This is an optimization exercise on Yosys and OpenROAD, whose aim is small area and a short achievable clock period, not a production implementation. Where RTL was checked, it was by simulation tests only, not by an equivalence proof against the original. The RTL of run 1 was laid out without a check of its function. Power is estimated from default activity; no workload was simulated.

--- flow/run.sh ---
#!/bin/bash
# The standard layout (standard.sh), with every input and output port
# buffered by a buf_4 cell instead of the buffer the resizer picks by default.
set -euo pipefail
bash standard.sh 'BUFFER_PORTS_ARGS=-buffer_cell sky130_fd_sc_hd__buf_4' finish > make.log 2>&1
--- design.v ---
module ALU(Aq, Bq, Cq, Sq, imm, shift, asel, bsel, ALUop, loadc, loads, Cn, Sn);
  input  [15:0] Aq, Bq, Cq;
  input  [4:0]  imm;
  input  [1:0]  shift, ALUop;
  input         Sq, asel, bsel, loadc, loads;
  output [15:0] Cn;
  output        Sn;
  wire s0, sl, sr, s15;
  bdec ud (.bsel(bsel), .sh(shift), .s0(s0), .sl(sl), .sr(sr));
  bdec15 ud15 (.bsel(bsel), .sh(shift), .s15(s15));
  wire pa, subb;
  gm_xnor2 upa (.a(asel), .b(ALUop[0]), .y(pa));
  gm_buf usb (.a(ALUop[0]), .y(subb));
  wire op0b, op1b, ldcb;
  gm_buf ub0 (.a(ALUop[0]), .y(op0b));
  gm_buf ub1 (.a(ALUop[1]), .y(op1b));
  gm_buf ubc (.a(loadc), .y(ldcb));
  wire [1:0] opb = {op1b, op0b};
  wire nokill = ~ALUop[1] & loadc;
  wire kz  = ~ALUop[1] & ~ALUop[0];
  wire [15:0] An  = ~Aq;
  wire [15:0] Ain = Aq & {16{~asel}};
  wire [16:0] bx  = {1'b0, Bq, 1'b0};
  wire [15:0] Bin, ai, g, t, xn, nd, q, zb;
  genvar i;
  generate
    for (i = 0; i < 16; i = i + 1) begin : b
      wire na0, na1;
      gm_nand2 ua0 (.a(Aq[i]), .b(pa), .y(na0));
      gm_nand2 ua1 (.a(An[i]), .b(subb), .y(na1));
      gm_nand2 ua (.a(na0), .b(na1), .y(ai[i]));
      if (i < 5) begin : lo
        wire n0, n1, n2, n3;
        gm_nand2 u0 (.a(s0), .b(bx[i+1]), .y(n0));
        gm_nand2 u1 (.a(sl), .b(bx[i]), .y(n1));
        gm_nand2 u2 (.a(sr), .b(bx[i+2]), .y(n2));
        gm_nand2 u3 (.a(bsel), .b(imm[i]), .y(n3));
        gm_nand4 ub (.a(n0), .b(n1), .c(n2), .d(n3), .y(Bin[i]));
      end else if (i < 15) begin : mid
        wire n0, n1, n2;
        gm_nand2 u0 (.a(s0), .b(bx[i+1]), .y(n0));
        gm_nand2 u1 (.a(sl), .b(bx[i]), .y(n1));
        gm_nand2 u2 (.a(sr), .b(bx[i+2]), .y(n2));
        gm_nand3 ub (.a(n0), .b(n1), .c(n2), .y(Bin[i]));
      end else begin : top
        wire n0, n1;
        gm_nand2 u0 (.a(s15), .b(bx[i+1]), .y(n0));
        gm_nand2 u1 (.a(sl), .b(bx[i]), .y(n1));
        gm_nand2 ub (.a(n0), .b(n1), .y(Bin[i]));
      end
      gm_nand3 ug (.a(Bin[i]), .b(ai[i]), .c(nokill), .y(g[i]));
      gm_nor2 ut (.a(Bin[i]), .b(ai[i]), .y(t[i]));
      gm_xnor2 ux (.a(Ain[i]), .b(Bin[i]), .y(xn[i]));
      gm_nand2 un (.a(Ain[i]), .b(Bin[i]), .y(nd[i]));
      zsel uq (.xn(xn[i]), .nd(nd[i]), .bin(Bin[i]), .op(opb), .q(q[i]));
      if (i == 0) begin : z0
        assign zb[0] = q[0];
      end else begin : zi
        zx uz (.q(q[i]), .tn(t[i-1]), .k(kz), .y(zb[i]));
      end
    end
  endgenerate
  wire [15:0] y   = op1b ? (op0b ? ~Bin : ~nd) : ~xn;
  wire [15:0] yc  = ldcb ? y : Cq;
  wire        sq  = ~(~loads & Sq);
  wire g1_1;
  wire g1_3;
  wire t1_3;
  wire g1_5;
  wire t1_5;
  wire g1_7;
  wire t1_7;
  wire g1_9;
  wire t1_9;
  wire g1_11;
  wire t1_11;
  wire g1_13;
  wire t1_13;
  wire g1_1_n;
  wire g2_2;
  wire g2_3;
  wire g1_5_n;
  wire t1_5_n;
  wire g2_6;
  wire t2_6;
  wire g2_7;
  wire t2_7;
  wire g1_9_n;
  wire t1_9_n;
  wire g2_10;
  wire t2_10;
  wire g2_11;
  wire t2_11;
  wire g1_13_n;
  wire t1_13_n;
  wire g2_14;
  wire t2_14;
  wire g3_4;
  wire g2_3_n;
  wire g3_5;
  wire g3_6;
  wire g3_7;
  wire g3_12;
  wire t3_12;
  wire g2_11_n;
  wire t2_11_n;
  wire g3_13;
  wire t3_13;
  wire g3_14;
  wire t3_14;
  wire g3_7_n;
  wire g4_8;
  wire g4_9;
  wire g4_10;
  wire g4_11;
  wire g4_12;
  wire g4_13;
  wire g4_14;
  g_oai u1 (.gh(g[1]), .th(t[1]), .gl(g[0]), .go(g1_1));
  pg_oai u2 (.gh(g[3]), .th(t[3]), .gl(g[2]), .tl(t[2]), .go(g1_3), .to(t1_3));
  pg_oai u3 (.gh(g[5]), .th(t[5]), .gl(g[4]), .tl(t[4]), .go(g1_5), .to(t1_5));
  pg_oai u4 (.gh(g[7]), .th(t[7]), .gl(g[6]), .tl(t[6]), .go(g1_7), .to(t1_7));
  pg_oai u5 (.gh(g[9]), .th(t[9]), .gl(g[8]), .tl(t[8]), .go(g1_9), .to(t1_9));
  pg_oai u6 (.gh(g[11]), .th(t[11]), .gl(g[10]), .tl(t[10]), .go(g1_11), .to(t1_11));
  pg_oai u7 (.gh(g[13]), .th(t[13]), .gl(g[12]), .tl(t[12]), .go(g1_13), .to(t1_13));
  pfx_inv u8 (.a(g1_1), .y(g1_1_n));
  g_oai u9 (.gh(g[2]), .th(t[2]), .gl(g1_1_n), .go(g2_2));
  g_aoi u10 (.gh(g1_3), .th(t1_3), .gl(g1_1), .go(g2_3));
  pfx_inv u11 (.a(g1_5), .y(g1_5_n));
  pfx_inv u12 (.a(t1_5), .y(t1_5_n));
  pg_oai u13 (.gh(g[6]), .th(t[6]), .gl(g1_5_n), .tl(t1_5_n), .go(g2_6), .to(t2_6));
  pg_aoi u14 (.gh(g1_7), .th(t1_7), .gl(g1_5), .tl(t1_5), .go(g2_7), .to(t2_7));
  pfx_inv u15 (.a(g1_9), .y(g1_9_n));
  pfx_inv u16 (.a(t1_9), .y(t1_9_n));
  pg_oai u17 (.gh(g[10]), .th(t[10]), .gl(g1_9_n), .tl(t1_9_n), .go(g2_10), .to(t2_10));
  pg_aoi u18 (.gh(g1_11), .th(t1_11), .gl(g1_9), .tl(t1_9), .go(g2_11), .to(t2_11));
  pfx_inv u19 (.a(g1_13), .y(g1_13_n));
  pfx_inv u20 (.a(t1_13), .y(t1_13_n));
  pg_oai u21 (.gh(g[14]), .th(t[14]), .gl(g1_13_n), .tl(t1_13_n), .go(g2_14), .to(t2_14));
  g_oai u22 (.gh(g[4]), .th(t[4]), .gl(g2_3), .go(g3_4));
  pfx_inv u23 (.a(g2_3), .y(g2_3_n));
  g_aoi u24 (.gh(g1_5), .th(t1_5), .gl(g2_3_n), .go(g3_5));
  g_aoi u25 (.gh(g2_6), .th(t2_6), .gl(g2_3_n), .go(g3_6));
  g_oai u26 (.gh(g2_7), .th(t2_7), .gl(g2_3), .go(g3_7));
  pg_oai u27 (.gh(g[12]), .th(t[12]), .gl(g2_11), .tl(t2_11), .go(g3_12), .to(t3_12));
  pfx_inv u28 (.a(g2_11), .y(g2_11_n));
  pfx_inv u29 (.a(t2_11), .y(t2_11_n));
  pg_aoi u30 (.gh(g1_13), .th(t1_13), .gl(g2_11_n), .tl(t2_11_n), .go(g3_13), .to(t3_13));
  pg_aoi u31 (.gh(g2_14), .th(t2_14), .gl(g2_11_n), .tl(t2_11_n), .go(g3_14), .to(t3_14));
  pfx_inv u32 (.a(g3_7), .y(g3_7_n));
  g_oai u33 (.gh(g[8]), .th(t[8]), .gl(g3_7_n), .go(g4_8));
  g_aoi u34 (.gh(g1_9), .th(t1_9), .gl(g3_7), .go(g4_9));
  g_aoi u35 (.gh(g2_10), .th(t2_10), .gl(g3_7), .go(g4_10));
  g_oai u36 (.gh(g2_11), .th(t2_11), .gl(g3_7_n), .go(g4_11));
  g_aoi u37 (.gh(g3_12), .th(t3_12), .gl(g3_7), .go(g4_12));
  g_oai u38 (.gh(g3_13), .th(t3_13), .gl(g3_7_n), .go(g4_13));
  g_oai u39 (.gh(g3_14), .th(t3_14), .gl(g3_7_n), .go(g4_14));
  assign Cn[0] = yc[0];
  cxnor cx1 (.c(g[0]), .y(yc[1]), .o(Cn[1]));
  cxor cx2 (.c(g1_1), .y(yc[2]), .o(Cn[2]));
  cxor cx3 (.c(g2_2), .y(yc[3]), .o(Cn[3]));
  cxnor cx4 (.c(g2_3), .y(yc[4]), .o(Cn[4]));
  cxor cx5 (.c(g3_4), .y(yc[5]), .o(Cn[5]));
  cxnor cx6 (.c(g3_5), .y(yc[6]), .o(Cn[6]));
  cxnor cx7 (.c(g3_6), .y(yc[7]), .o(Cn[7]));
  cxor cx8 (.c(g3_7), .y(yc[8]), .o(Cn[8]));
  cxor cx9 (.c(g4_8), .y(yc[9]), .o(Cn[9]));
  cxnor cx10 (.c(g4_9), .y(yc[10]), .o(Cn[10]));
  cxnor cx11 (.c(g4_10), .y(yc[11]), .o(Cn[11]));
  cxor cx12 (.c(g4_11), .y(yc[12]), .o(Cn[12]));
  cxnor cx13 (.c(g4_12), .y(yc[13]), .o(Cn[13]));
  cxor cx14 (.c(g4_13), .y(yc[14]), .o(Cn[14]));
  cxor cx15 (.c(g4_14), .y(yc[15]), .o(Cn[15]));
  wire [7:0] zn1;
  wire [3:0] z2;
  wire [1:0] zn3;
  z_nand zt1_0 (.a(zb[0]), .b(zb[1]), .y(zn1[0]));
  z_nand zt1_1 (.a(zb[2]), .b(zb[3]), .y(zn1[1]));
  z_nand zt1_2 (.a(zb[4]), .b(zb[5]), .y(zn1[2]));
  z_nand zt1_3 (.a(zb[6]), .b(zb[7]), .y(zn1[3]));
  z_nand zt1_4 (.a(zb[8]), .b(zb[9]), .y(zn1[4]));
  z_nand zt1_5 (.a(zb[10]), .b(zb[11]), .y(zn1[5]));
  z_nand zt1_6 (.a(zb[12]), .b(zb[13]), .y(zn1[6]));
  z_nand zt1_7 (.a(zb[14]), .b(zb[15]), .y(zn1[7]));
  z_nor zt2_0 (.a(zn1[0]), .b(zn1[1]), .y(z2[0]));
  z_nor zt2_1 (.a(zn1[2]), .b(zn1[3]), .y(z2[1]));
  z_nor zt2_2 (.a(zn1[4]), .b(zn1[5]), .y(z2[2]));
  z_nor zt2_3 (.a(zn1[6]), .b(zn1[7]), .y(z2[3]));
  z_nand zt3_0 (.a(z2[0]), .b(z2[1]), .y(zn3[0]));
  z_nand zt3_1 (.a(z2[2]), .b(z2[3]), .y(zn3[1]));
  z_fin zt4 (.a(zn3[0]), .b(zn3[1]), .ldn(~loads), .q(sq), .y(Sn));
endmodule
module pg_aoi(gh, th, gl, tl, go, to);
  input gh, th, gl, tl;
  output go, to;
  assign go = ~(gh | (th & gl));
  assign to = ~(th & tl);
endmodule
module g_aoi(gh, th, gl, go);
  input gh, th, gl;
  output go;
  assign go = ~(gh | (th & gl));
endmodule
module pg_oai(gh, th, gl, tl, go, to);
  input gh, th, gl, tl;
  output go, to;
  assign go = ~(gh & (th | gl));
  assign to = ~(th | tl);
endmodule
module g_oai(gh, th, gl, go);
  input gh, th, gl;
  output go;
  assign go = ~(gh & (th | gl));
endmodule
module pfx_inv(a, y);
  input a;
  output y;
  assign y = ~a;
endmodule
module zsel(xn, nd, bin, op, q);
  input xn, nd, bin;
  input [1:0] op;
  output q;
  assign q = op[1] ? (op[0] ? bin : nd) : xn;
endmodule
module zx(q, tn, k, y);
  input q, tn, k;
  output y;
  assign y = q ^ (~tn & k);
endmodule
module bdec(bsel, sh, s0, sl, sr);
  input bsel;
  input [1:0] sh;
  output s0, sl, sr;
  assign s0 = ~bsel & ~sh[1] & ~sh[0];
  assign sl = ~bsel & ~sh[1] & sh[0];
  assign sr = ~bsel & sh[1];
endmodule
module bdec15(bsel, sh, s15);
  input bsel;
  input [1:0] sh;
  output s15;
  assign s15 = ~bsel & (sh[1] == sh[0]);
endmodule
module z_fin(a, b, ldn, q, y);
  input a, b, ldn, q;
  output y;
  assign y = ~((a | b | ldn) & q);
endmodule
module gm_buf(a, y);
  input a;
  output y;
  assign y = a;
endmodule
module gm_nand4(a, b, c, d, y);
  input a, b, c, d;
  output y;
  assign y = ~(a & b & c & d);
endmodule
module gm_nor2(a, b, y);
  input a, b;
  output y;
  assign y = ~(a | b);
endmodule
module gm_xnor2(a, b, y);
  input a, b;
  output y;
  assign y = ~(a ^ b);
endmodule
module gm_nand2(a, b, y);
  input a, b;
  output y;
  assign y = ~(a & b);
endmodule
module gm_nand3(a, b, c, y);
  input a, b, c;
  output y;
  assign y = ~(a & b & c);
endmodule
module gm_inv(a, y);
  input a;
  output y;
  assign y = ~a;
endmodule
module cxor(c, y, o);
  input c, y;
  output o;
  assign o = c ^ y;
endmodule
module cxnor(c, y, o);
  input c, y;
  output o;
  assign o = ~(c ^ y);
endmodule
module z_nand(a, b, y);
  input a, b;
  output y;
  assign y = ~(a & b);
endmodule
module z_nor(a, b, y);
  input a, b;
  output y;
  assign y = ~(a | b);
endmodule
module regfile(data_in, writenum, write, readnum, clk, data_out);
  input [15:0] data_in;
  input [2:0] writenum, readnum;
  input write, clk;
  output [15:0] data_out;
  reg  [15:0] R [7:0];
  wire [15:0] Rn [7:0];
  genvar k, b;
  generate
    for (k = 0; k < 8; k = k + 1) begin : r
      wire we = write & (writenum == k);
      wire wn = ~we;
      for (b = 0; b < 16; b = b + 1) begin : bit_
        hold_ao h (.e(we), .en(wn), .d(data_in[b]), .q(R[k][b]), .o(Rn[k][b]));
      end
      always_ff @(posedge clk) R[k] <= Rn[k];
    end
  endgenerate
  assign data_out = R[readnum];
endmodule
module hold_ao(e, en, d, q, o);
  input e, en, d, q;
  output o;
  assign o = (e & d) | (en & q);
endmodule
module datapath (clk, writenum, readnum, write, datapath_in, vsel, loada, loadb, loadc, shift, asel, bsel, ALUop, loads, Z_out, datapath_out);
  input write, clk, loada, loadb, loadc, asel, bsel, loads, vsel;
  input [1:0] ALUop, shift;
  input [2:0] writenum, readnum;
  input [15:0] datapath_in;
  output reg Z_out;
  output reg [15:0] datapath_out;
  reg  [15:0] aloaded, in;
  wire [15:0] data_in, data_out, an, bn, cn;
  wire sn;
  assign data_in = vsel ? datapath_in : datapath_out;
  regfile REGFILE(data_in, writenum, write, readnum, clk, data_out);
  wire nla = ~loada, nlb = ~loadb;
  genvar b;
  generate
    for (b = 0; b < 16; b = b + 1) begin : ab
      hold_ao ha (.e(loada), .en(nla), .d(data_out[b]), .q(aloaded[b]), .o(an[b]));
      hold_ao hb (.e(loadb), .en(nlb), .d(data_out[b]), .q(in[b]), .o(bn[b]));
    end
  endgenerate
  always_ff @(posedge clk) aloaded <= an;
  always_ff @(posedge clk) in <= bn;
  ALU alu(aloaded, in, datapath_out, Z_out, datapath_in[4:0], shift, asel, bsel, ALUop,
          loadc, loads, cn, sn);
  always_ff @(posedge clk) Z_out <= sn;
  always_ff @(posedge clk) datapath_out <= cn;
endmodule
--- constraint.sdc ---
create_clock -name core_clock -period 5.5 [get_ports {clk}]
set_input_delay 1.1000 -clock core_clock [delete_from_list [all_inputs] [get_ports {clk}]]
set_output_delay 1.1000 -clock core_clock [all_outputs]
set_load 0.01 [all_outputs]
--- config.mk ---
export PLATFORM = sky130hd
export DESIGN_NAME = datapath
export DESIGN_NICKNAME = datapath
export VERILOG_FILES = /design/flow/design.v
export SDC_FILE = /design/flow/constraint.sdc
export NUM_CORES = 4
export LEC_CHECK = 0
export CAP_MARGIN = 20
export CORE_MARGIN = 2
export CORE_UTILIZATION = 65
export CTS_BUF_LIST = sky130_fd_sc_hd__clkbuf_8 sky130_fd_sc_hd__clkbuf_16
export SETUP_SLACK_MARGIN = 3.0
export SLEW_MARGIN = 20
export SYNTH_HIERARCHICAL = 1
export SYNTH_MINIMUM_KEEP_SIZE = 0
--- standard.sh ---
#!/bin/bash
# synth_recipe.tcl (not shown) runs the flow's synth.tcl, then flattens the netlist and writes it again
# the make line also repeats each setting of config.mk as NAME=value (left out here)
make -C /OpenROAD-flow-scripts/flow DESIGN_CONFIG=/design/flow/config.mk WORK_HOME=/design/flow/orfs CLKGATE_MAP_FILE= SYNTH_SCRIPT=/design/flow/synth_recipe.tcl "${@:-finish}"
==> results of run 1 <==
-- modules after synthesis, one instance, submodules excluded, excerpt --
module | flip-flops and latches | copies in the design | area [um^2] | cells inside
datapath | 49 | 1 | 1240 | 69
zx | 0 | 15 | 30.0 | 2
bdec | 0 | 1 | 21.3 | 3
z_fin | 0 | 1 | 12.5 | 1
pg_aoi | 0 | 4 | 12.5 | 2
cxor | 0 | 8 | 8.76 | 1
-- path summary, 6_finish.rpt --
path / slack [ps] / start / end
setup reg to reg: 3480 / in[0] / datapath_out[13]
setup / recovery: 2750 / bsel / datapath_out[11]
hold reg to reg: 470 / REGFILE.R[7][14] / REGFILE.R[7][14]
hold / removal: 470 / REGFILE.R[7][14] / REGFILE.R[7][14]
-- area by class of cell --
cell class                 count  area, um^2  area share, %
timing repair buffer         109        1020           8.98
clock buffer                  17         425           3.73
sequential                   177        3540           31.1
multi-input combinational    735        5860           51.5
inverter                      38         154           1.35
tap                          180         225           1.98
clock inverter                15         159           1.39
-- per-stage QoR --
stage | instance area [um^2] | setup WS, ps
finish | 11400 | 2750
global placement | 9840 | 1940
detailed placement | 9840 | 1860
CTS | 11000 | 2870
floorplan | 9470 | 2690
global route | 11400 | 2680
-- worst max-delay path: stages --
cell and delay, ps:
buf_6 130, nor3b_4 250, buf_4 170, nand2_1 60, nand4_1 160, buf_4 180
nor2_4 50, o21ai_4 170, a21oi_4 110, o21ai_4 270, buf_6 150, buf_6 90
a21oi_4 40, xnor2_1 120
-- state kept, by name (all words and copies together), names as in the netlist --
signal	cells
Z_out	1
in	16
REGFILE.R	128
aloaded	16
datapath_out	16
-- repair_timing --
action                     CTS  global route
resized for setup           46            61
setup buffers               36            18
setup endpoints to repair  121            64
gates cloned                 2             0
hold buffers                 0             0
pin swaps                   24            40
-- placed cells by master (no fill, tap or decap), types with 6 or more instances in the layout --
cell type  synthesis  layout
nand3_4            0       8
nor2_2             0      16
clkbuf_16          0      17
xnor2_2           15      24
a21oi_2           10      21
xnor2_1           24      13
buf_12             1       6
mux2i_1           73      71
nand4_1            6       6
a211o_1           16      16
a21oi_1           24       9
mux2_4            10      10
nand2b_4          15      15
mux2_2             7       7
nand3_2            0       8
inv_1             38      33
xor2_1             9       8
o22ai_1           11      11
nor2b_1           21      20
nor2_1            82      61
dfxtp_1          177     177
nand2_2            0      11
nand2_1          138     126
o22a_1            11      11
a211oi_1          14      14
buf_6              9      22
buf_4             11      78
nand3_1           33      17
nor3b_1           20      18
a22o_1           160     160
o21ai_2           10      12
-- cells by family (layout without fill, tap and decap cells) --
| group | count (synthesis) | count (layout) | synth area share [%] |
|---|---|---|---|
| AOI/OAI and AO/OA | 271 | 271 | 23.8 |
| other | 1 | 1 | 0.0406 |
| muxes | 91 | 91 | 10.6 |
| xor gates and xnor gates | 48 | 48 | 5.77 |
| and+or+nand+nor | 323 | 324 | 17.1 |
| DFF | 177 | 177 | 38.4 |
| buffers and inverters | 72 | 179 | 4.35 |
-- layer usage --
| layer | global-route usage, % | wire length [um] | share of wire [%] | vias up |
|---|---|---|---|---|
| met5 | 0 | 0 | 0 | - |
| met1 | 50.5 | 12100 | 42 | 4047 |
| li1 | - | - | - | 3775 |
| met3 | 6.96 | 2730 | 9.6 | 94 |
| met4 | 12.0 | 902 | 3.2 | 0 |
| met2 | 52.9 | 12800 | 45 | 476 |
-- power by group through the flow --
stage               clock, mW  sequential [mW]  combinational [mW]
floorplan                   0             1.80               0.874
global placement            0             1.86                1.11
detailed placement          0             1.86                1.13
CTS                      1.21             1.84                1.22
global route             1.26             1.89                1.44
finish                   1.22             1.85                1.34
==> metrics.md, run 1 <==
| Metric | Value |
|---|---|
| IO Count | `52` |
| Number of global-route vias before repair | `7446` |
| Die Area | `15200 um^2` |
| Synthesized Nets | `1018` |
| Hold Path Stages | `1` |
| DRC | `0` |
| Sequential share of power | `41.9%` |
| Diodes inserted | `0` |
| Number of cell rows | `43` |
| Worst skew pair latency | `450 ps` |
| Initial antenna violation count | `0` |
| Final hold vios | `0` |
| GP Congestion | `0.865` |
| Power density over the cells | `388 nW/um^2` |
| CP arrival | `3090 ps` |
| DR WL/cell | `22.4 um` |
| Worst Tran Pin Value | `994 ps` |
| Pleak | `5.17 nW` |
| CP Launch Type | `primary input` |
| Slew headroom | `33.6%` |
| Worst Setup End Kind | `flip-flop` |
| Worst vdd ir | `0.305 mV` |
| Most frequent cell after synthesis | `dfxtp_1` |
| Core Util, Final | `82.1%` |
| CTS buffer count | `17` |
| Comb power frac | `30.4%` |
| First-pass GRT wire length | `40500 um` |
| Yosys warns | `9` |
| HPWL Detailed | `16000 um` |
| Top_reg_cell synth | `dfxtp_1` |
| Clock Tree Root | `clkbuf_16` |
| Grt ovf | `0` |
| Mean Syn Cell Area | `9.39 um^2` |
| DRT antenna net count | `0` |
| Synth area leader | `dfxtp_1` |
| DR pass1 iterations | `5` |
| Iter 0 DRT Violations | `961` |
| Pin count of the biggest net entering global routing | `56` |
| Fillers | `829` |
| Power consumption | `4.42 mW` |
| Max Cap Viol | `0` |
| Width of the die | `123 um` |
| Maximum clock frequency | `0.363 GHz` |
| Hold slack | `470 ps` |
| Vias | `8392` |
| CTS tree | `built` |
| Register area share after synthesis | `38.4%` |
| RSZ-0062 raised after global routing | `yes` |
| Synth top area cells | `dfxtp_1, a22o_1, mux2i_1` |
| Unique cell type count in the Yosys netlist | `41` |
| Post-synth ARST share | `0%` |
| Layout Skew | `12.4 ps` |
| Nets | `1113` |
| Post-DR vias/cell | `6.60` |
| Critical Path RT | `5830 ps` |
| Total wire length | `28500 um` |
| Clock sinks | `177` |
| Core Area | `13900 um^2` |
| H-tree levels | `4` |
| Non-Filler Instances | `1271` |
| Final Cycle Share | `50.0%` |
| Internal | `2.97 mW` |
| Worst hold path type | `reg2reg` |
| Final setup viols | `0` |
| Synthesized flop and latch total | `177` |
| Clk slew on worst S/H paths | `60 ps` |
| WS Path Type | `in2reg` |
| Status | `finished clean` |
| Cell Area, Synth | `9240 um^2` |
| Die height | `123 um` |
| Most frequent cells after synthesis | `dfxtp_1, a22o_1, nand2_1` |
| Layout cell share with drive strength beyond 1 | `28.4%` |
| Clock share of power | `27.6%` |
| Switching Share | `32.8%` |
| Setup TNS | `0 ps` |
| Switching power total | `1.45 mW` |
| Worst r2r path cells | `11` |
| Top cell type's share of synthesized area | `38.4%` |
| Critical path peak fanout | `10` |
| Initial Utilization | `66.5%` |
| # placed instances | `1183` |
| EDFF count, synth | `0` |
| GRT Total Usage | `35.2%` |
| Synthesis-to-finish area growth | `23.4%` |
| IO Port Bufs | `51` |
| Instance count of the mapped netlist | `983` |
| Min Clock Period, post-route | `2750 ps` |
| Slew Limit Fails | `0` |
| Clock tree buffer depth | `2` |
==> run 2, diff against run 1 <==
--- a/design.v
+++ b/design.v
@@ -6,10 +6,7 @@
   output [15:0] Cn;
   output        Sn;
-  wire s0, sl, sr, s15;
-  bdec ud (.bsel(bsel), .sh(shift), .s0(s0), .sl(sl), .sr(sr));
+  wire [3:0] s0, sl, sr, pa, subb, nokill, kz;
+  wire s15;
   bdec15 ud15 (.bsel(bsel), .sh(shift), .s15(s15));
-  wire pa, subb;
-  gm_xnor2 upa (.a(asel), .b(ALUop[0]), .y(pa));
-  gm_buf usb (.a(ALUop[0]), .y(subb));
   wire op0b, op1b, ldcb;
   gm_buf ub0 (.a(ALUop[0]), .y(op0b));
@@ -17,49 +14,60 @@
   gm_buf ubc (.a(loadc), .y(ldcb));
   wire [1:0] opb = {op1b, op0b};
-  wire nokill = ~ALUop[1] & loadc;
-  wire kz  = ~ALUop[1] & ~ALUop[0];
+  genvar i;
+  generate
+    for (i = 0; i < 4; i = i + 1) begin : dec
+      bdec ud (.bsel(bsel), .sh(shift), .s0(s0[i]), .sl(sl[i]), .sr(sr[i]));
+      gm_xnor2 upa (.a(asel), .b(ALUop[0]), .y(pa[i]));
+      gm_buf usb (.a(ALUop[0]), .y(subb[i]));
+      gm_andn unk (.an(ALUop[1]), .b(loadc), .y(nokill[i]));
+      gm_nor2 ukz (.a(ALUop[1]), .b(ALUop[0]), .y(kz[i]));
+    end
+  endgenerate
   wire [15:0] An  = ~Aq;
   wire [15:0] Ain = Aq & {16{~asel}};
   wire [16:0] bx  = {1'b0, Bq, 1'b0};
-  wire [15:0] Bin, ai, g, t, xn, nd, q, zb;
-  genvar i;
+  wire [15:0] Bin, Bz, ai, g, t, xn, nd, q, zb;
   generate
     for (i = 0; i < 16; i = i + 1) begin : b
+      localparam integer D = i / 4;
       wire na0, na1;
-      gm_nand2 ua0 (.a(Aq[i]), .b(pa), .y(na0));
-      gm_nand2 ua1 (.a(An[i]), .b(subb), .y(na1));
+      gm_nand2 ua0 (.a(Aq[i]), .b(pa[D]), .y(na0));
+      gm_nand2 ua1 (.a(An[i]), .b(subb[D]), .y(na1));
       gm_nand2 ua (.a(na0), .b(na1), .y(ai[i]));
       if (i < 5) begin : lo
         wire n0, n1, n2, n3;
-        gm_nand2 u0 (.a(s0), .b(bx[i+1]), .y(n0));
-        gm_nand2 u1 (.a(sl), .b(bx[i]), .y(n1));
-        gm_nand2 u2 (.a(sr), .b(bx[i+2]), .y(n2));
+        gm_nand2 u0 (.a(s0[D]), .b(bx[i+1]), .y(n0));
+        gm_nand2 u1 (.a(sl[D]), .b(bx[i]), .y(n1));
+        gm_nand2 u2 (.a(sr[D]), .b(bx[i+2]), .y(n2));
         gm_nand2 u3 (.a(bsel), .b(imm[i]), .y(n3));
         gm_nand4 ub (.a(n0), .b(n1), .c(n2), .d(n3), .y(Bin[i]));
+        gm_nand4 uz (.a(n0), .b(n1), .c(n2), .d(n3), .y(Bz[i]));
       end else if (i < 15) begin : mid
         wire n0, n1, n2;
-        gm_nand2 u0 (.a(s0), .b(bx[i+1]), .y(n0));
-        gm_nand2 u1 (.a(sl), .b(bx[i]), .y(n1));
-        gm_nand2 u2 (.a(sr), .b(bx[i+2]), .y(n2));
+        gm_nand2 u0 (.a(s0[D]), .b(bx[i+1]), .y(n0));
+        gm_nand2 u1 (.a(sl[D]), .b(bx[i]), .y(n1));
+        gm_nand2 u2 (.a(sr[D]), .b(bx[i+2]), .y(n2));
         gm_nand3 ub (.a(n0), .b(n1), .c(n2), .y(Bin[i]));
+        gm_nand3 uz (.a(n0), .b(n1), .c(n2), .y(Bz[i]));
       end else begin : top
         wire n0, n1;
         gm_nand2 u0 (.a(s15), .b(bx[i+1]), .y(n0));
-        gm_nand2 u1 (.a(sl), .b(bx[i]), .y(n1));
+        gm_nand2 u1 (.a(sl[D]), .b(bx[i]), .y(n1));
         gm_nand2 ub (.a(n0), .b(n1), .y(Bin[i]));
+        gm_nand2 uz (.a(n0), .b(n1), .y(Bz[i]));
       end
-      gm_nand3 ug (.a(Bin[i]), .b(ai[i]), .c(nokill), .y(g[i]));
+      gm_nand3 ug (.a(Bin[i]), .b(ai[i]), .c(nokill[D]), .y(g[i]));
       gm_nor2 ut (.a(Bin[i]), .b(ai[i]), .y(t[i]));
-      gm_xnor2 ux (.a(Ain[i]), .b(Bin[i]), .y(xn[i]));
-      gm_nand2 un (.a(Ain[i]), .b(Bin[i]), .y(nd[i]));
-      zsel uq (.xn(xn[i]), .nd(nd[i]), .bin(Bin[i]), .op(opb), .q(q[i]));
+      gm_xnor2 ux (.a(Ain[i]), .b(Bz[i]), .y(xn[i]));
+      gm_nand2 un (.a(Ain[i]), .b(Bz[i]), .y(nd[i]));
+      zsel uq (.xn(xn[i]), .nd(nd[i]), .bin(Bz[i]), .op(opb), .q(q[i]));
       if (i == 0) begin : z0
         assign zb[0] = q[0];
       end else begin : zi
-        zx uz (.q(q[i]), .tn(t[i-1]), .k(kz), .y(zb[i]));
+        zx uz (.q(q[i]), .tn(t[i-1]), .k(kz[D]), .y(zb[i]));
       end
     end
   endgenerate
-  wire [15:0] y   = op1b ? (op0b ? ~Bin : ~nd) : ~xn;
+  wire [15:0] y   = op1b ? (op0b ? ~Bz : ~nd) : ~xn;
   wire [15:0] yc  = ldcb ? y : Cq;
   wire        sq  = ~(~loads & Sq);
@@ -248,4 +256,9 @@
   assign y = ~((a | b | ldn) & q);
 endmodule
+module gm_andn(an, b, y);
+  input an, b;
+  output y;
+  assign y = ~an & b;
+endmodule
 module gm_buf(a, y);
   input a;
@@ -308,24 +321,10 @@
   input write, clk;
   output [15:0] data_out;
-  reg  [15:0] R [7:0];
-  wire [15:0] Rn [7:0];
-  genvar k, b;
-  generate
-    for (k = 0; k < 8; k = k + 1) begin : r
-      wire we = write & (writenum == k);
-      wire wn = ~we;
-      for (b = 0; b < 16; b = b + 1) begin : bit_
-        hold_ao h (.e(we), .en(wn), .d(data_in[b]), .q(R[k][b]), .o(Rn[k][b]));
-      end
-      always_ff @(posedge clk) R[k] <= Rn[k];
-    end
-  endgenerate
+  reg [15:0] R [7:0];
+  always_ff @(posedge clk)
+    if (write)
+      R[writenum] <= data_in;
   assign data_out = R[readnum];
 endmodule
-module hold_ao(e, en, d, q, o);
-  input e, en, d, q;
-  output o;
-  assign o = (e & d) | (en & q);
-endmodule
 module datapath (clk, writenum, readnum, write, datapath_in, vsel, loada, loadb, loadc, shift, asel, bsel, ALUop, loads, Z_out, datapath_out);
   input write, clk, loada, loadb, loadc, asel, bsel, loads, vsel;
@@ -336,18 +335,10 @@
   output reg [15:0] datapath_out;
   reg  [15:0] aloaded, in;
-  wire [15:0] data_in, data_out, an, bn, cn;
+  wire [15:0] data_in, data_out, cn;
   wire sn;
   assign data_in = vsel ? datapath_in : datapath_out;
   regfile REGFILE(data_in, writenum, write, readnum, clk, data_out);
-  wire nla = ~loada, nlb = ~loadb;
-  genvar b;
-  generate
-    for (b = 0; b < 16; b = b + 1) begin : ab
-      hold_ao ha (.e(loada), .en(nla), .d(data_out[b]), .q(aloaded[b]), .o(an[b]));
-      hold_ao hb (.e(loadb), .en(nlb), .d(data_out[b]), .q(in[b]), .o(bn[b]));
-    end
-  endgenerate
-  always_ff @(posedge clk) aloaded <= an;
-  always_ff @(posedge clk) in <= bn;
+  always_ff @(posedge clk) if (loada) aloaded <= data_out;
+  always_ff @(posedge clk) if (loadb) in <= data_out;
   ALU alu(aloaded, in, datapath_out, Z_out, datapath_in[4:0], shift, asel, bsel, ALUop,
           loadc, loads, cn, sn);
--- a/config.mk
+++ b/config.mk
@@ -8,7 +8,7 @@
 export CAP_MARGIN = 20
 export CORE_MARGIN = 2
-export CORE_UTILIZATION = 65
-export CTS_BUF_LIST = sky130_fd_sc_hd__clkbuf_8 sky130_fd_sc_hd__clkbuf_16
-export SETUP_SLACK_MARGIN = 3.0
+export CORE_UTILIZATION = 60
+export CTS_BUF_LIST = sky130_fd_sc_hd__clkbuf_4 sky130_fd_sc_hd__clkbuf_8
+export SETUP_SLACK_MARGIN = 3.2
 export SLEW_MARGIN = 20
 export SYNTH_HIERARCHICAL = 1
==> run 2 against run 1 <==
Still clean on timing, DRC and antenna. Power decreased by 26%. Register-to-register slack is essentially flat. Cell area is 0.68% higher. Global-route usage shrank 8.8 points. Sequential power fell by about 10%. Utilization decreased by 9.3 points. Synthesized cell count is 23% lower. Fmax grew 6.1%. Clock-buffer cell count is the same. Sequential cell count stayed put. Die area rose by 13%.
==> metrics.md, run 2 <==
| Metric | Value |
|---|---|
| Power density over the cells | `287 nW/um^2` |
| Switching power total | `0.992 mW` |
| Clock share of power | `26.3%` |
| Final setup viols | `0` |
| CP max stage delay | `220 ps` |
| DR pass1 iterations | `7` |
| Pin count of the biggest net entering global routing | `58` |
| Instance count of the mapped netlist | `759` |
| Clock sinks | `177` |
| Cell Area, Synth | `9640 um^2` |
| Unique cell type count in the Yosys netlist | `38` |
| Critical path peak fanout | `7` |
| Grt ovf | `0` |
| EDFF count, synth | `160` |
| GP Congestion | `0.896` |
| Final Cycle Share | `47.1%` |
| Register area share after synthesis | `53.4%` |
| Initial Utilization | `61.1%` |
| Clock Tree Root | `clkbuf_8` |
| Design Area, Final | `11500 um^2` |
| CTS buffer count | `17` |
| Post-synth ARST share | `0%` |
| Clk slew on worst S/H paths | `100 ps` |
| Min Clock Period, post-route | `2590 ps` |
| DRC | `0` |
| Die height | `131 um` |
| Dpl cell area | `10200 um^2` |
| Die Area | `17100 um^2` |
| Switching Share | `30.1%` |
| DR WL/cell | `20.5 um` |
| Most frequent cells in the layout | `edfxtp_1, nand2_1, buf_4` |
| Vias | `6178` |
| WS Path Type | `in2reg` |
| Top cell type's share of synthesized area | `49.8%` |
| Most common cell after layout, fill and taps aside | `edfxtp_1` |
| Initial antenna violation count | `0` |
| Mean Syn Cell Area | `12.7 um^2` |
| CP bufs+invs | `2` |
| Diodes inserted | `0` |
| Top_reg_cell synth | `edfxtp_1` |
| Worst vdd ir | `0.240 mV` |
| GRT Total Usage | `26.4%` |
| Worst hold path type | `reg2reg` |
| CTS tree | `built` |
| Comb power frac | `23.3%` |
| Most frequent cells after synthesis | `edfxtp_1, nand2_1, nor2_1` |
| HPWL Detailed | `14000 um` |
| Pleak | `4.47 nW` |
| IO Count | `52` |
| Critical Path RT | `5870 ps` |
| Core Area | `15800 um^2` |
| DRT antenna net count | `0` |
| RSZ-0062 raised after global routing | `yes` |
| Final hold vios | `0` |
| Slowest cell on the critical path | `nand4_1` |
| Number of global-route vias before repair | `6194` |
| Synthesized Nets | `794` |
| Internal | `2.30 mW` |
| Iter 0 DRT Violations | `357` |
| CP Launch Type | `primary input` |
| Number of cell rows | `46` |
| Layout Skew | `11.1 ps` |
| Synthesis-to-finish area growth | `19.0%` |
| Max Cap Viol | `0` |
| Clock tree buffer depth | `2` |
| Largest reg by FF count | `REGFILE.R` |
| Synth top area cells | `edfxtp_1, mux4_1, nand2_1` |
| Slew headroom | `29.5%` |
| CP arrival | `2970 ps` |
| Nets | `869` |
| H-tree levels | `4` |
| Worst Setup End Kind | `flip-flop` |
| Maximum clock frequency | `0.386 GHz` |
| Worst skew pair latency | `450 ps` |
| IO Port Bufs | `51` |
| Critical-path cell list | `buf_16, buf_12, nor3_4, nand2_1, nand4_1, nand2_1, mux2i_1, a21oi_2, xnor2_2, nand2_1, nor2_2, nand2_1, o31ai_2` |
| Worst Tran Pin Value | `1060 ps` |
| Cell family with most CP delay | `simple AND/OR/NAND/NOR gates` |
| Status | `finished clean` |
| Synthesized flop and latch total | `177` |
| Post-DR vias/cell | `5.81` |
| # hold bufs at CTS | `0` |
| Most frequent CP cell | `nand2_1` |
| Max FFs per register | `128` |
| Total wire length | `21800 um` |
| Synth area leader | `edfxtp_1` |
| Most frequent cell after synthesis | `edfxtp_1` |
| Sequential share of power | `50.4%` |
| Slew Limit Fails | `0` |
| Setup TNS | `0 ps` |
| Layout cell share with drive strength beyond 1 | `40.0%` |
| First-pass GRT wire length | `32700 um` |
| Fillers | `1100` |
| Width of the die | `131 um` |
| Yosys warns | `8` |
run 2: changes by cell type after synthesis, moves of 7 or more:
cell and change:
a211oi_1 -14, a21oi_1 -8, a22o_1 -160, dfxtp_1 -160
edfxtp_1 +160, inv_1 -10, mux2_2 +15, mux2i_1 -41
mux4_1 +28, nand2_1 -7, nor2_1 -11, o22a_1 -11
o22ai_1 -11
run 2: worst min-delay path, stage by stage, from the launching register on:
cell,delay (ps)
dfxtp_1,340
nand2_1,60
o31ai_2,50
run 2: power by group through the flow:
| stage | Sequential, mW | Combinational (mW) | Clock [mW] |
|---|---|---|---|
| after CTS | 1.66 | 0.712 | 0.885 |
| after floorplan | 1.67 | 0.469 | 0 |
| final | 1.66 | 0.768 | 0.864 |
| after detailed placement | 1.69 | 0.655 | 0 |
| after global routing | 1.67 | 0.826 | 0.930 |
| after global placement | 1.68 | 0.636 | 0 |
run 2: worst paths after layout:
kind	slack, ps	endpoint	from	cells past startpoint
setup / recovery	2910	Z_out	shift[1]	13
hold / removal	480	Z_out	Z_out	2
setup reg to reg	3480	Z_out	in[3]	10
hold reg to reg	480	Z_out	Z_out	2
run 2: modules after synthesis (local to each module, per instance), a selection:
module	cell area [um^2]	flops+latches	cells inside	times used
ALU	743	0	110	1
pg_oai	12.5	0	2	10
g_aoi	8.76	0	1	6
z_nor	3.75	0	1	4
gm_andn	13.8	0	1	4
cxor	8.76	0	1	8
zx	30.0	0	2	15
g_oai	5.00	0	1	8
pfx_inv	3.75	0	1	11
pg_aoi	12.5	0	2	4
zsel	18.8	0	3	16
bdec	21.3	0	3	4
gm_nand3	5.00	0	1	35
run 2: cells by family after synthesis:
family	after synthesis	synth area share, %
AO/OA/AOI/OAI	61	4.66
XOR/XNOR	51	5.80
buffers and inverters	57	3.52
flip-flops	177	53.4
multiplexers	96	16.0
other	1	0.0389
AND/OR/NAND/NOR	316	16.6
run 2: layer usage:
layer	global-route usage (%)	vias up	wire length, um
met2	45.2	151	11100
met4	10.8	0	820
li1	-	2897	-
met3	4.64	64	711
met5	0	-	0
met1	33.7	3066	9110
run 2: per-stage QoR:
step	instances	power [mW]	util (%)	setup slack (ps)	hold slack, ps
finish	1063	3.29	72.7	2910	483
global route	1063	3.42	72.7	2830	502
CTS	1051	3.25	70.3	3000	486
detailed placement	998	2.34	64.8	2110	462
global placement	998	2.32	64.8	2200	450
floorplan	759	2.14	-	2960	499
run 2: cell type report:
class	instances	area [um^2]	share of cell area [%]
Clock inverter	15	168	1.46
Clock buffer	17	234	2.04
Sequential cell	177	5140	44.9
Tap cell	216	270	2.36
Inverter	28	110	0.960
Timing Repair Buffer	85	828	7.22
Multi-Input combinational cell	525	4720	41.1
run 2: repair_timing:
action	in CTS	in global routing
gates cloned	3	0
pin swaps	30	47
setup buffers	18	12
endpoints found under the setup margin	30	14
resized for setup	46	61
==> run 3, diff against run 2 <==
--- a/config.mk
+++ b/config.mk
@@ -10,5 +10,5 @@
 export CORE_UTILIZATION = 60
 export CTS_BUF_LIST = sky130_fd_sc_hd__clkbuf_4 sky130_fd_sc_hd__clkbuf_8
-export SETUP_SLACK_MARGIN = 3.2
+export SETUP_SLACK_MARGIN = 2.9
 export SLEW_MARGIN = 20
 export SYNTH_HIERARCHICAL = 1
==> run 3 against run 2 <==
Via count decreased by 1.4%. Global-route usage shrank 1.6 points. Power decreased by 0.11%. Non-clock buffer count shrank 9. Die area unchanged. Clock power rose by 6.6%. Critical path type unchanged. Highest routed layer unchanged.
==> metrics.md, run 3 <==
| Metric | Value |
|---|---|
| Unique cell type count in the Yosys netlist | `38` |
| Synthesis-to-finish area growth | `16.2%` |
| Top cell type's share of synthesized area | `49.8%` |
| Synthesized flop and latch total | `177` |
| Max FFs per register | `128` |
| Status | `finished clean` |
| Final hold vios | `0` |
| Slowest cell on the critical path | `buf_4` |
| EDFF count, synth | `160` |
| Yosys warns | `8` |
| Iter 0 DRT Violations | `449` |
| CTS tree | `built` |
| Critical-path cell list | `buf_4, nor2b_4, nand3_1, o21ai_4, a21oi_4, o21ai_4, buf_4, a21oi_2, xnor2_1` |
| Final Cycle Share | `46.3%` |
| GRT Total Usage | `24.8%` |
| Most frequent cells in the layout | `edfxtp_1, nand2_1, buf_4` |
| Reg-to-reg slack, setup | `3500 ps` |
| Worst setup margin | `2950 ps` |
| DR pass1 iterations | `5` |
| CP max stage delay | `580 ps` |
| Instance count of the mapped netlist | `759` |
| Die height | `131 um` |
| Pleak | `4.44 nW` |
| Layout cell share with drive strength beyond 1 | `32.0%` |
| Number of cell rows | `46` |
| H-tree levels | `4` |
| Worst skew pair latency | `460 ps` |
| First-pass GRT wire length | `30700 um` |
| Core Area | `15800 um^2` |
| RSZ-0062 raised after global routing | `yes` |
| Clock sinks | `177` |
| Mean Syn Cell Area | `12.7 um^2` |
| WS Path Type | `in2reg` |
| Critical path peak fanout | `57` |
| CP bufs+invs | `2` |
| Placement Setup Slack | `2040 ps` |
| Initial antenna violation count | `0` |
| Post-DR vias/cell | `5.78` |
| Critical Path RT | `5890 ps` |
| Maximum clock frequency | `0.392 GHz` |
| Worst Tran Pin Value | `995 ps` |
| GP Congestion | `0.897` |
| Synth top area cells | `edfxtp_1, mux4_1, nand2_1` |
| Worst Setup End Kind | `flip-flop` |
| Die Area | `17100 um^2` |
| Number of global-route vias before repair | `5672` |
| IO Count | `52` |
| Clock Tree Root | `clkbuf_8` |
| Diodes inserted | `0` |
| Register area share after synthesis | `53.4%` |
| Top_reg_cell synth | `edfxtp_1` |
| Worst hold path type | `reg2reg` |
| Max Cap Viol | `0` |
| CP arrival | `2930 ps` |
| Final setup viols | `0` |
| Synthesized Nets | `794` |
| Cell Area, Synth | `9640 um^2` |
| Total wire length | `21300 um` |
| Width of the die | `131 um` |
| CP Launch Type | `primary input` |
| Vias | `6094` |
| Power density over the cells | `293 nW/um^2` |
| Clock tree buffer depth | `2` |
| Setup TNS | `0 ps` |
| Most common cell after layout, fill and taps aside | `edfxtp_1` |
| Most frequent cell after synthesis | `edfxtp_1` |
| DRC | `0` |
| CTS buffer count | `17` |
| DR WL/cell | `20.2 um` |
| Cell family with most CP delay | `buffers and inverters` |
| Slew Limit Fails | `0` |
| Initial Utilization | `61.1%` |
| Most frequent cells after synthesis | `edfxtp_1, nand2_1, nor2_1` |
| Post-synth ARST share | `0%` |
| IO Port Bufs | `51` |
| Clk slew on worst S/H paths | `100 ps` |
| HPWL Detailed | `14000 um` |
| Slew headroom | `33.5%` |
| Nets | `860` |
| Min Clock Period, post-route | `2550 ps` |
| DRT antenna net count | `0` |
| Grt ovf | `0` |
| Synth area leader | `edfxtp_1` |
| Largest reg by FF count | `REGFILE.R` |
| Fillers | `1130` |
| Pin count of the biggest net entering global routing | `58` |
| Worst vdd ir | `0.208 mV` |
| Layout Skew | `15.4 ps` |
[run 3: cell types whose count changed in the layout (fill, tap and decap cells not counted), moves of 8 or more]
cell / previous run / this run
mux4_2: 30 / 4
mux2_2: 14 / 22
mux4_1: 2 / 28
mux2_4: 18 / 10
nor2_2: 18 / 8
nor2_1: 48 / 62
[run 3: report_power, final]
part / leakage (nW) / internal (mW) / switching (mW) / total, mW
Sequential: 1.63 / 1.59 / 0.0690 / 1.66
Combinational: 2.60 / 0.331 / 0.373 / 0.704
Clock: 0.208 / 0.427 / 0.494 / 0.921
[run 3: layout make-up]
class                      instances  area, um^2  share of cell area [%]
clock buffer                      18         241                    2.16
timing repair buffer              76         712                    6.36
tap                              216         270                    2.41
multi-input combinational        525        4550                    40.7
sequential                       177        5140                    45.9
inverter                          28         105                   0.938
clock inverter                    14         174                    1.55
[run 3: cell families after synthesis]
logic type                synth area share [%]
and+or+nand+nor                           16.6
DFF                                       53.4
muxes                                     16.0
AOI/OAI and AO/OA                         4.66
buffers and inverters                     3.52
xor gates and xnor gates                  5.80
other                                   0.0389
[run 3: timing repair]
| action | in CTS | in global routing |
|---|---|---|
| setup buffers | 4 | 11 |
| endpoints found under the setup margin | 12 | 9 |
| cloned | 0 | 4 |
| hold buffers | 0 | 0 |
| resized for setup | 14 | 55 |
| pin swaps | 7 | 29 |
[run 3: worst paths after layout]
path	from	end	cells after the start
min reg2reg	Z_out	Z_out	2
max reg2reg	in[2]	datapath_out[10]	9
min	Z_out	Z_out	2
max	ALUop[1]	datapath_out[10]	9
[run 3: per-layer routing]
layer / vias up / part of all wire (%) / track usage (%) / wire (um)
met2: 143 / 52 / 42.5 / 11000
met5: - / 0 / 0 / 0
li1: 2896 / - / - / -
met4: 0 / 1.2 / 7.38 / 245
met3: 23 / 3.3 / 3.42 / 712
met1: 3032 / 44 / 33.5 / 9320
[run 3: modules after synthesis, one instance, submodules excluded, a selection]
module    area [um^2]  times used
z_nand           3.75          10
gm_andn          13.8           4
z_fin            12.5           1
regfile          4970           1
ALU               743           1
pg_oai           12.5          10
cxnor            8.76           7
gm_xnor2         8.76          20
pfx_inv          3.75          11
bdec15           12.5           1
zx               30.0          15
z_nor            3.75           4
gm_nand3         5.00          35
[run 3: stage by stage]
step                utilization, %  hold slack (ps)  area, um^2  std cells  total power [mW]
floorplan                        -              499        9760        759              2.12
global placement              64.9              470       10200       1003              2.30
detailed placement            64.9              492       10200       1003              2.32
CTS                           68.1              515       10700       1039              3.25
global route                  71.0              552       11200       1054              3.42
finish                        71.0              506       11200       1054              3.29
[run 3: worst register-to-register path, cell delays in order, from the launching register on]
cell,delay (ps)
edfxtp_1,440
nand2_1,120
nand4_1,150
nor2_1,260
o21ai_4,110
a21oi_4,260
o21ai_4,110
buf_4,150
a21oi_2,190
xnor2_1,130
==> run 4, diff against run 3 <==
--- a/config.mk
+++ b/config.mk
@@ -9,5 +9,4 @@
 export CORE_MARGIN = 2
 export CORE_UTILIZATION = 60
-export CTS_BUF_LIST = sky130_fd_sc_hd__clkbuf_4 sky130_fd_sc_hd__clkbuf_8
 export SETUP_SLACK_MARGIN = 2.9
 export SLEW_MARGIN = 20
==> run 4 against run 3 <==
Final cell count rose by 0.28%. Fmax rose by 0.38%. Cell area rose by 2.1%. Die area did not move. Global-route usage rose by 0.18 points. Non-clock buffer count rose by 3. Combinational power rose by 1%. Critical path depth rose by 3. Sequential power barely moved. Clock skew fell by 7.8 ps. Highest routed layer unchanged.
==> metrics.md, run 4 <==
| Metric | Value |
|---|---|
| Diodes inserted | `0` |
| Yosys warns | `8` |
| Register area share after synthesis | `53.4%` |
| Status | `finished clean` |
| Number of global-route vias before repair | `5698` |
| IO Port Bufs | `51` |
| Non-Filler Instances | `1057` |
| Final hold vios | `0` |
| Maximum clock frequency | `0.394 GHz` |
| Worst r2r path cells | `10` |
| Multi-input gate area | `4570 um^2` |
| Power density over the cells | `315 nW/um^2` |
| Met3 wire length | `902 um` |
| Most frequent cell after synthesis | `edfxtp_1` |
| WS Path Type | `in2reg` |
| Initial Utilization | `61.1%` |
| Min Clock Period, post-route | `2540 ps` |
| Worst Hold Launch | `Z_out` |
| CP max stage delay | `280 ps` |
| Core Area | `15800 um^2` |
| H-tree levels | `4` |
| Most frequent CP cell | `nand2_2` |
| Hold Path Stages | `2` |
| Mean Syn Cell Area | `12.7 um^2` |
| Critical-path cell list | `buf_16, and2b_2, nand2_2, nand4_1, xnor2_2, nor2_1, a21oi_2, xnor2_2, nand2_2, nor2_4, nand2_2, o31ai_2` |
| Worst Setup SP | `shift[1]` |
| Worst vdd ir | `0.246 mV` |
| Fillers | `1104` |
| Unique cell type count in the Yosys netlist | `38` |
| Worst hold path endpoint | `Z_out` |
| Most common cell after layout, fill and taps aside | `edfxtp_1` |
| Worst hold path type | `reg2reg` |
| IO Count | `52` |
| GP Congestion | `0.897` |
| Critical path peak fanout | `7` |
| Post-DR vias/cell | `5.79` |
| Most frequent cells in the layout | `edfxtp_1, nand2_1, buf_4` |
| CP arrival | `2890 ps` |
| R2R Path Start | `in[3]` |
| Total wire length | `21200 um` |
| Layout cell share with drive strength beyond 1 | `32.8%` |
| EDFF count, synth | `160` |
| Pleak | `4.54 nW` |
| End of the worst register-to-register path | `Z_out` |
| Largest reg by FF count | `REGFILE.R` |
| Die Area | `17100 um^2` |
| Final Cycle Share | `46.2%` |
| Instance count of the mapped netlist | `759` |
| Synthesized flop and latch total | `177` |
| Number of cell rows | `46` |
| Detail Route met2 WL | `10800 um` |
| Synthesized Nets | `794` |
| Worst Tran Pin Value | `991 ps` |
| Vias | `6115` |
| Synthesis-to-finish area growth | `18.6%` |
| Iter 0 DRT Violations | `414` |
| Top_reg_cell synth | `edfxtp_1` |
| Clock tree buffer depth | `2` |
| Nets | `863` |
| Most frequent cells after synthesis | `edfxtp_1, nand2_1, nor2_1` |
| Worst skew pair latency | `420 ps` |
| Synth top area cells | `edfxtp_1, mux4_1, nand2_1` |
| Slew headroom | `33.7%` |
| Post-synth ARST share | `0%` |
| Grt ovf | `0` |
| DR WL/cell | `20.0 um` |
| Reg-to-reg slack, setup | `3490 ps` |
| Die height | `131 um` |
| Layout Skew | `7.61 ps` |
| CP Launch Type | `primary input` |
| Setup TNS | `0 ps` |
| GRT Total Usage | `25.0%` |
| DRC | `0` |
| CTS tree | `built` |
| Clock Tree Root | `clkbuf_16` |
| First-pass GRT wire length | `31000 um` |
| Top cell type's share of synthesized area | `49.8%` |
| Storage cell area | `5140 um^2` |
| DRT met1 WL | `9230 um` |
| Slowest cell on the critical path | `nand4_1` |
| Clock sinks | `177` |
| Max Cap Viol | `0` |
| Clk slew on worst S/H paths | `70 ps` |
| Pin count of the biggest net entering global routing | `58` |
| Final setup viols | `0` |
| # placed instances | `1003` |
| Initial antenna violation count | `0` |
| DRT antenna net count | `0` |
| CTS buffer count | `17` |
| HPWL Detailed | `14000 um` |
| Highest metal used | `met4` |
| Cell family with most CP delay | `simple AND/OR/NAND/NOR gates` |
| Synth area leader | `edfxtp_1` |
| Worst Setup End Kind | `flip-flop` |
| Width of the die | `131 um` |
| Cell Area, Synth | `9640 um^2` |
| Max FFs per register | `128` |
| DR pass1 iterations | `7` |
| Slew Limit Fails | `0` |
| CP bufs+invs | `1` |
| Critical Path RT | `5850 ps` |
| RSZ-0062 raised after global routing | `yes` |
run 4: cells by family after synthesis:
family	after synthesis	share of synthesized area (%)
DFF	177	53.4
and+or+nand+nor	316	16.6
AOI/OAI and AO/OA	61	4.66
xor gates and xnor gates	51	5.80
muxes	96	16.0
buffers and inverters	57	3.52
other	1	0.0389
run 4: worst max path at each step:
stage                           end  slack [ps]  depth (start not counted)
floorplan                     Z_out        2900                         11
global route                  Z_out        2850                         12
detailed placement  datapath_out[9]        2040                         11
CTS                           Z_out        2900                         12
global placement              Z_out        2150                         11
finish                        Z_out        2960                         12
run 4: layer usage:
layer / global-route usage, % / vias to the layer above
li1: - / 2907
met4: 6.76 / 0
met5: 0 / -
met1: 33.5 / 3029
met3: 4.28 / 27
met2: 42.7 / 152
run 4: report_power, final:
part / leakage [nW] / internal, mW / switching (mW)
registers: 1.63 / 1.59 / 0.0688
clock network: 0.292 / 0.688 / 0.536
logic: 2.62 / 0.337 / 0.374
run 4: repair_timing:
item | 4_1_cts | 5_1_grt
setup buffers | 7 | 11
hold buffers | 0 | 0
gates resized for setup | 22 | 53
cloned | 0 | 4
setup endpoints to repair | 12 | 9
pin swaps | 10 | 30
run 4: final cells by class:
cell class	count	share of cell area (%)
clock inverters	14	1.52
inverters	28	0.919
flip-flops and latches	177	45.0
multi-input cells	525	40.0
repair buffers	79	6.46
well taps	216	2.36
clock buffers	18	3.75
run 4: Yosys stat by module (local to each module, per instance), excerpt:
module,cells,flops+latches,times used,area (um^2)
z_fin,1,0,1,12.5
gm_nand4,1,0,10,6.26
cxnor,1,0,7,8.76
gm_xnor2,1,0,20,8.76
gm_nand2,1,0,114,3.75
g_aoi,1,0,6,8.76
ALU,110,0,1,743
gm_buf,1,0,7,7.51
regfile,198,128,1,4970
zx,2,0,15,30.0
z_nor,1,0,4,3.75
datapath,67,49,1,1550
pg_aoi,2,0,4,12.5
run 4: per-stage QoR:
stage          power, mW  utilization (%)  setup slack, ps  cell area [um^2]  hold WS, ps
5_1_grt             3.73             72.5             2850             11400          547
3_5_place_dp        2.32             64.9             2040             10200          492
2_1_floorplan       2.12                -             2900              9760          499
4_1_cts             3.56             69.7             2900             11000          511
3_3_place_gp        2.30             64.9             2150             10200          470
6_report            3.60             72.5             2960             11400          500
run 4: worst register-to-register path, stage by stage, from the launching register on:
cell	delay, ps
edfxtp_1	470
nand2_1	120
nand4_1	270
xnor2_2	260
nor2_1	70
a21oi_2	160
xnor2_2	130
nand2_2	80
nor2_4	150
nand2_2	60
o31ai_2	160
==> run 5, diff against run 4 <==
--- a/design.v
+++ b/design.v
@@ -325,5 +325,20 @@
     if (write)
       R[writenum] <= data_in;
-  assign data_out = R[readnum];
+  wire [7:0] rs;
+  genvar k, b;
+  generate
+    for (k = 0; k < 8; k = k + 1) begin : dec
+      assign rs[k] = (readnum == k);
+    end
+    for (b = 0; b < 16; b = b + 1) begin : rd
+      rd8 m (.rs(rs), .r({R[7][b], R[6][b], R[5][b], R[4][b], R[3][b], R[2][b], R[1][b], R[0][b]}),
+             .y(data_out[b]));
+    end
+  endgenerate
+endmodule
+module rd8(rs, r, y);
+  input [7:0] rs, r;
+  output y;
+  assign y = |(rs & r);
 endmodule
 module datapath (clk, writenum, readnum, write, datapath_in, vsel, loada, loadb, loadc, shift, asel, bsel, ALUop, loads, Z_out, datapath_out);
--- a/config.mk
+++ b/config.mk
@@ -9,4 +9,5 @@
 export CORE_MARGIN = 2
 export CORE_UTILIZATION = 60
+export CTS_BUF_LIST = sky130_fd_sc_hd__clkbuf_4 sky130_fd_sc_hd__clkbuf_8
 export SETUP_SLACK_MARGIN = 2.9
 export SLEW_MARGIN = 20
==> run 5 against run 4 <==
Die area shrank 4.0%. Largest cell class unchanged. Critical path depth unchanged. Cell area decreased by 6.9%.
==> metrics.md, run 5 <==
| Metric | Value |
|---|---|
| End of the worst register-to-register path | `Z_out` |
| Worst Setup End Kind | `flip-flop` |
| Nets | `893` |
| Diodes inserted | `0` |
| Register area share after synthesis | `55.6%` |
| R2R Path Start | `in[1]` |
| Maximum clock frequency | `0.386 GHz` |
| Synthesized Nets | `820` |
| Mean Syn Cell Area | `11.8 um^2` |
| Synthesized flop and latch total | `177` |
| Layout Skew | `19.2 ps` |
| Largest reg by FF count | `REGFILE.R` |
| CP Launch Type | `primary input` |
| Detail Route met2 WL | `11200 um` |
| Width of the die | `128 um` |
| Initial antenna violation count | `0` |
| GRT Total Usage | `27.0%` |
| Sequential share of power | `50.8%` |
| Most frequent cell after synthesis | `edfxtp_1` |
| Core Area | `15100 um^2` |
| Clk slew on worst S/H paths | `100 ps` |
| Status | `finished clean` |
| Number of cell rows | `45` |
| First-pass GRT wire length | `32700 um` |
| Unique cell type count in the Yosys netlist | `40` |
| Post-DR vias/cell | `5.98` |
| DR pass1 iterations | `4` |
| Pleak | `4.13 nW` |
| Vias | `6329` |
| Switching power total | `0.952 mW` |
| Reg-to-reg slack, setup | `3420 ps` |
| CTS tree | `built` |
| Hold Path Stages | `2` |
| Highest metal used | `met4` |
| Power consumption | `3.28 mW` |
| Critical Path RT | `5890 ps` |
| Met3 wire length | `940 um` |
| Core Util, Final | `70.3%` |
| Worst hold path type | `reg2reg` |
| Max Cap Viol | `0` |
| Cell Area, Synth | `9250 um^2` |
| Iter 0 DRT Violations | `427` |
| Design Area, Final | `10600 um^2` |
| H-tree levels | `4` |
| DRC | `0` |
| Number of global-route vias before repair | `6034` |
| Setup TNS | `0 ps` |
| Max FFs per register | `128` |
| Internal | `2.32 mW` |
| Clock sinks | `177` |
| Most frequent cells after synthesis | `edfxtp_1, nand2_1, nor2_1` |
| Pin count of the biggest net entering global routing | `58` |
| Grt ovf | `0` |
| Switching Share | `29.1%` |
| Final hold vios | `0` |
| Worst hold path endpoint | `Z_out` |
| Storage cell area | `5140 um^2` |
| Clock Tree Root | `clkbuf_8` |
| Top_reg_cell synth | `edfxtp_1` |
| DR WL/cell | `20.8 um` |
| Synth top area cells | `edfxtp_1, nand2_1, a22oi_1` |
| Worst Tran Pin Value | `831 ps` |
| Power density over the cells | `308 nW/um^2` |
| Dpl cell area | `9870 um^2` |
| Critical-path cell list | `buf_16, and2b_2, nand2_2, nand4_1, xnor2_2, nor2_1, a21oi_2, xnor2_2, nand2_1, nor2_2, nand2_1, o31ai_2` |
| Critical path peak fanout | `7` |
| Die Area | `16400 um^2` |
| Initial Utilization | `61.1%` |
| RSZ-0062 raised after global routing | `yes` |
| IO Port Bufs | `51` |
| Worst r2r path cells | `10` |
| Worst skew pair latency | `470 ps` |
| Slew Limit Fails | `0` |
| Most frequent cells in the layout | `edfxtp_1, nand2_1, buf_4` |
| Total wire length | `22100 um` |
| IO Count | `52` |
| Post-synth ARST share | `0%` |
| Worst vdd ir | `0.210 mV` |
| CP bufs+invs | `1` |
| Comb power frac | `20.4%` |
| Slew headroom | `44.6%` |
| WS Path Type | `in2reg` |
| Layout cell share with drive strength beyond 1 | `25.9%` |
| Clock tree buffer depth | `2` |
| Die height | `128 um` |
| EDFF count, synth | `160` |
| Cell family with most CP delay | `simple AND/OR/NAND/NOR gates` |
| Instance count of the mapped netlist | `785` |
| Clock share of power | `28.8%` |
| Fillers | `1090` |
| # hold bufs at CTS | `0` |
| Synth area leader | `edfxtp_1` |
| Synthesis-to-finish area growth | `15.1%` |
| Yosys warns | `8` |
| Slowest cell on the critical path | `nand4_1` |
| GP Congestion | `0.900` |
| DRT antenna net count | `0` |
| CP arrival | `2990 ps` |
| Most common cell after layout, fill and taps aside | `edfxtp_1` |
| Min Clock Period, post-route | `2590 ps` |
| Final Cycle Share | `47.2%` |
| Top cell type's share of synthesized area | `52.0%` |
| Worst Hold Launch | `Z_out` |
| DRT met1 WL | `9370 um` |
| Multi-input gate area | `4040 um^2` |
| Final setup viols | `0` |
| CP max stage delay | `270 ps` |
| CTS buffer count | `17` |
| HPWL Detailed | `14400 um` |
==> run 5: changes by cell type in the layout (fill, tap and decap cells not counted), moves of 16 or more <==
cell / change
a22oi_1: +64
mux4_1: -28
clkbuf_16: -17
clkbuf_8: +17
mux2_2: -16
nand4_1: +16
==> run 5: per-layer routing <==
layer,GRT usage [%],up-vias
met5,0,-
met4,10.1,0
met3,3.80,39
met2,45.9,190
met1,35.7,3064
li1,-,3036
==> run 5: power groups by stage <==
stage	registers, mW	clock network (mW)	logic (mW)
4_1_cts	1.66	0.950	0.639
2_1_floorplan	1.67	0	0.426
6_report	1.66	0.944	0.668
5_1_grt	1.67	1.00	0.724
3_5_place_dp	1.69	0	0.623
3_3_place_gp	1.69	0	0.606
==> run 5: cells by family (layout without fill, tap and decap cells) <==
family / Yosys count / after routing / synth area share [%]
buffers and inverters: 48 / 134 / 2.96
AND/OR/NAND/NOR: 335 / 335 / 19.4
other: 1 / 1 / 0.0406
XOR/XNOR: 51 / 51 / 6.05
multiplexers: 48 / 48 / 5.82
AO/OA/AOI/OAI: 125 / 125 / 10.1
flip-flops: 177 / 177 / 55.6
==> run 5: final cells by class <==
| class | instances | area share, % |
|---|---|---|
| multi-input combinational | 560 | 37.9 |
| clock buffer | 17 | 2.20 |
| clock inverter | 15 | 1.76 |
| sequential | 177 | 48.3 |
| timing repair buffer | 74 | 6.59 |
| inverter | 28 | 0.987 |
| tap | 188 | 2.21 |
==> run 5: worst max-delay path by stage <==
stage,startpoint,end,slack [ps],cells past startpoint
6_report,shift[1],Z_out,2910,12
5_1_grt,shift[1],Z_out,2770,12
4_1_cts,ALUop[0],datapath_out[14],2900,11
3_5_place_dp,ALUop[0],datapath_out[14],2050,11
3_3_place_gp,ALUop[0],datapath_out[12],2170,11
2_1_floorplan,bsel,Z_out,2900,11
==> run 5: metrics by stage <==
stage	hold slack, ps	setup slack, ps	instances
floorplan	499	2900	785
global placement	521	2170	1009
detailed placement	529	2050	1009
CTS	544	2900	1048
global route	577	2770	1059
finish	526	2910	1059
==> run 5: modules after synthesis, one instance, submodules excluded, excerpt <==
module / copies in the design / cells inside
gm_nand4: 10 / 1
gm_nand2: 114 / 1
regfile: 1 / 144
gm_buf: 7 / 1
pfx_inv: 11 / 1
datapath: 1 / 67
z_nor: 4 / 1
pg_aoi: 4 / 2
zx: 15 / 2
z_fin: 1 / 1
gm_nand3: 35 / 1
zsel: 16 / 3
cxnor: 7 / 1
pg_oai: 10 / 2
rd8: 16 / 5
gm_andn: 4 / 1
==> run 5: worst min-delay path: stages (launching register included) <==
cell	delay (ps)
dfxtp_1	350
nand2_1	90
o31ai_2	60
==> run 5: timing repair <==
item	4_1_cts	5_1_grt
pin swaps	6	17
gates cloned	0	4
setup buffers	7	7
gates resized for setup	8	21
endpoints found under the setup margin	12	8

separate check: timing with driven ports:
The flow's constraints put no driver on any port. The routed layouts listed below were extracted and timed again, unchanged, in two steps.
Step 1 sets driving cells, clkbuf_16 on the clock port and buf_2 on the other inputs (assumed; they add their load-dependent delay and slew).
Step 2 times the ports against the registers' clock, not the clock port: input delays grow and output delays shrink by t, the midpoint of the rising clock arrivals with the driver on.
Slacks: ideal ports / drivers / drivers and shift; pairs: ideal ports / drivers.
run | t, ns | setup slack, ns | clock arrival spread, ns | worst register clock-pin slew, ns | worst slew at a driven data input, ns
run 1 | 0.488 | 2.748 / 2.746 / 2.258 | 0.013 / 0.013 | 0.07 / 0.07 | 0.09
run 2 | 0.483 | 2.907 / 2.821 / 2.337 | 0.013 / 0.013 | 0.10 / 0.10 | 0.19
run 3 | 0.493 | 2.952 / 2.810 / 2.317 | 0.016 / 0.017 | 0.10 / 0.10 | 0.20
run 4 | 0.466 | 2.961 / 2.835 / 2.369 | 0.009 / 0.009 | 0.07 / 0.07 | 0.19
run 5 | 0.496 | 2.907 / 2.749 / 2.253 | 0.020 / 0.020 | 0.11 / 0.11 | 0.20
After both steps every run listed still meets setup and hold. The setup slack of run 5, which loses most, moves by -0.158 ns with the drivers and by -0.654 ns with both steps.
